Background: an optimization exercise with open tools, aiming at small area. Do not read the settings as production practice. Only simulation tests tie the RTL to the original design; equivalence was not proved.

==> run X <==
// Motor_Controller
module Motor_Controller
#(
parameter
      CLK_FREQUENCY     = 8'd4,       
      PWM_PERIOD        = 16'd2016,   
      SPEED_CTRL_PERIOD = 16'd2       
)
(
    input in_rst_n,
    input in_clk,
    input in_module_en,
    input in_fwd_dir,
    input in_PID_passby,
    input in_phA,
    input in_phB,
    input [15:0] in_speed_set,
    output reg [15:0] out_cur_speed,
    input [15:0] in_kp_param,
    input [15:0] in_ki_param,
    input [15:0] in_pid_out_max,
    input [15:0] in_pid_out_min,
    input [31:0] in_pid_ui_limit,
    output reg out_reg_PWMdir,
    output out_w_PWM
);
localparam CW = (PWM_PERIOD > 16'd8192) ? 15 : (PWM_PERIOD > 16'd4096) ? 13 :
                (PWM_PERIOD > 16'd2048) ? 12 : (PWM_PERIOD > 16'd1024) ? 11 :
                (PWM_PERIOD > 16'd512) ? 10 : (PWM_PERIOD > 16'd256) ? 9 :
                (PWM_PERIOD > 16'd128) ? 8 : (PWM_PERIOD > 16'd64) ? 7 :
                (PWM_PERIOD > 16'd32) ? 6 : 5;
localparam [CW-1:0] LAST = PWM_PERIOD - 1;
localparam [2:0] P0F = 3'b000, P1 = 3'b001, P2 = 3'b011, P3 = 3'b010,
                 P4 = 3'b110, P5 = 3'b111, P6 = 3'b101, P0 = 3'b100;
reg [2:0] st;
wire idle = (st == P0F) | (st == P0);
wire s_p1 = (st == P1);
wire s_p2 = (st == P2);
wire s_p4 = (st == P4);
wire s_p5 = (st == P5);
wire spe;
always @(posedge in_clk) begin
    if (!in_rst_n) st <= P0F;
    else case (st)
        P0F, P0: if (in_module_en) st <= P1;
        P1: st <= P2;
        P2: st <= P3;
        P3: st <= P4;
        P4: st <= P5;
        P5: st <= P6;
        P6: if (spe) st <= P0;
        default: st <= P0F;
    endcase
end
reg [1:0] ph;             
reg [CW-1:0] count;       
reg started;              
wire tick = (ph == 2'd1);
wire [CW:0] cc;           
wire [CW-1:0] cnext;
assign cc[0] = tick;
genvar i;
generate for (i = 0; i < CW; i = i + 1) begin : g_cnt
    assign cnext[i] = count[i] ^ cc[i];
    assign cc[i+1] = count[i] & cc[i];
end endgenerate
wire czero = ~in_rst_n | (tick & ((count & LAST) == LAST));
always @(posedge in_clk) begin
    if (!in_rst_n) begin
        ph <= 2'd0;
        started <= 1'b0;
    end else begin
  ...
clock: 10.0 ns
lec_check: 0
cap_margin: 20
core_margin: 2
core_utilization: 75
cts_buf_list: sky130_fd_sc_hd__clkbuf_4 sky130_fd_sc_hd__clkbuf_8
place_density: 0.85
slew_margin: 20
synth_hierarchical: 1
standard.sh (not shown) runs the stock make flow with config.mk's settings and CLKGATE_MAP_FILE= SYNTH_SCRIPT=/design/flow/synth_recipe.tcl, a recipe that flattens the netlist after the stock synthesis.
==> flow/flow/run.sh <==
#!/bin/bash
# Own layout flow:
#  1. the standard synthesis (standard.sh synth);
#  2. flow/choose.py: the standard netlist and versions of it whose
#     combinational logic flow/remap.py mapped again with area-oriented ABC
#     scripts (flip-flops, full/half adders and all register names kept) each go
#     through flow/polopt.py (inverter clean-up around full adders, gate
#     polarity twins); the smallest is kept, with a few more rounds of both
#     while they help;
#  3. the standard layout of that netlist, with the smallest port buffer.
set -euo pipefail
W=$(pwd)
R=$W/orfs/results/$FLOW_PLATFORM/Motor_Controller/base
LIB=$FLOW_HOME/platforms/$FLOW_PLATFORM/lib/sky130_fd_sc_hd__tt_025C_1v80.lib
export YOSYS=$(command -v yosys || echo $FLOW_HOME/../tools/install/yosys/bin/yosys)
bash standard.sh synth > $W/synth.log 2>&1
cp $R/1_2_yosys.v $W/1_2_yosys.std.v
python3 $W/flow/choose.py $LIB $R/1_2_yosys.v $W/1_2_yosys.std.v > $W/choose.log 2>&1
rm -f $R/1_synth.odb
bash standard.sh 'BUFFER_PORTS_ARGS=-buffer_cell sky130_fd_sc_hd__buf_1' finish > $W/layout.log 2>&1
Other scripts of this flow, unchanged in this note and not shown: flow/flow/choose.py, flow/flow/polopt.py, flow/flow/remap.py
==> run Z: changes against run X <==
--- a/flow/config.mk
+++ b/flow/config.mk
@@ -9,5 +9,7 @@
 export CORE_MARGIN = 2
-export CORE_UTILIZATION = 75
-export CTS_BUF_LIST = sky130_fd_sc_hd__clkbuf_4 sky130_fd_sc_hd__clkbuf_8
-export PLACE_DENSITY = 0.85
+export CORE_UTILIZATION = 60
+export CTS_BUF_LIST = sky130_fd_sc_hd__clkbuf_8
+export CTS_CLUSTER_DIAMETER = 80
+export CTS_CLUSTER_SIZE = 30
+export PLACE_DENSITY = 0.7
 export SLEW_MARGIN = 20
==> run notes <==
Headroom to the max-slew limit: run Z 0.3504; run X 0.2992
Core outline area: run Z 0.02680 mm^2; run X 0.02115 mm^2
Seq area share: run Z 0.1785; run X 0.1792
Metal2 WL: run Z 23.94 mm; run X 23.74 mm
Result of the run: run Z no timing/DRC/antenna violations; run X no timing/DRC/antenna violations
Std-Cell Rows: run Z 60; run X 53
Endpoint required time on the critical path: run Z 10.37 ns; run X 10.20 ns
Area share of buffers outside the clock network: run Z 0.05156; run X 0.05094
Number of fill cells: run Z 2293; run X 1278
Source of the worst hold timing path: run Z b0$_DFF_P_; run X a0$_DFF_P_
WL/cell: run Z 22.63 um; run X 23.60 um
Clock slew at the register clock pins of the worst setup and hold paths: run Z 0.09 ns; run X 0.11 ns
Inst Count DP: run Z 2349; run X 2281
Met3 Use GR: run Z 0.1274; run X 0.2256
Upper clock frequency limit: run Z 0.1048 GHz; run X 0.1032 GHz
Hold_ws: run Z 0.3676 ns; run X 0.3711 ns
Data arrival, critical path: run Z 9.91 ns; run X 9.89 ns
Wire length of the first global-routing pass: run Z 84.97 mm; run X 84.24 mm
Clock-cell share of area: run Z 0.02151; run X 0.02307
Initial detailed-routing violation count: run Z 1627; run X 1976
Critical path buffers and inverters: run Z 5; run X 1

-- separate check: timing with driven ports --
The results above use ideal ports. As a check the final layouts listed here were re-extracted and re-timed, cells and wires unchanged. Step 1 assumes that a clkbuf_16 drives the clock port and a buf_2 every other input. Step 2 moves the port delays by t, midway between the first and last clock arrival at a register: inputs arrive t later, outputs are due t later. That takes back most of the time a late clock gives input paths. Slacks: ideal / step 1 / step 2; pairs: ideal / step 1.
| run | t, ns | setup WS [ns] | pins driven straight from the clock port |
|---|---|---|---|
| run X | 0.527 | 0.313 / 0.313 / -0.123 | 1 |
| run Z | 0.514 | 0.460 / 0.485 / -0.029 | 1 |
Met with ideal ports but missed after step 2: setup timing in run X and run Z. For run Z, which loses most, drivers alone change the setup slack by +0.025 ns; drivers and shift together by -0.489 ns.
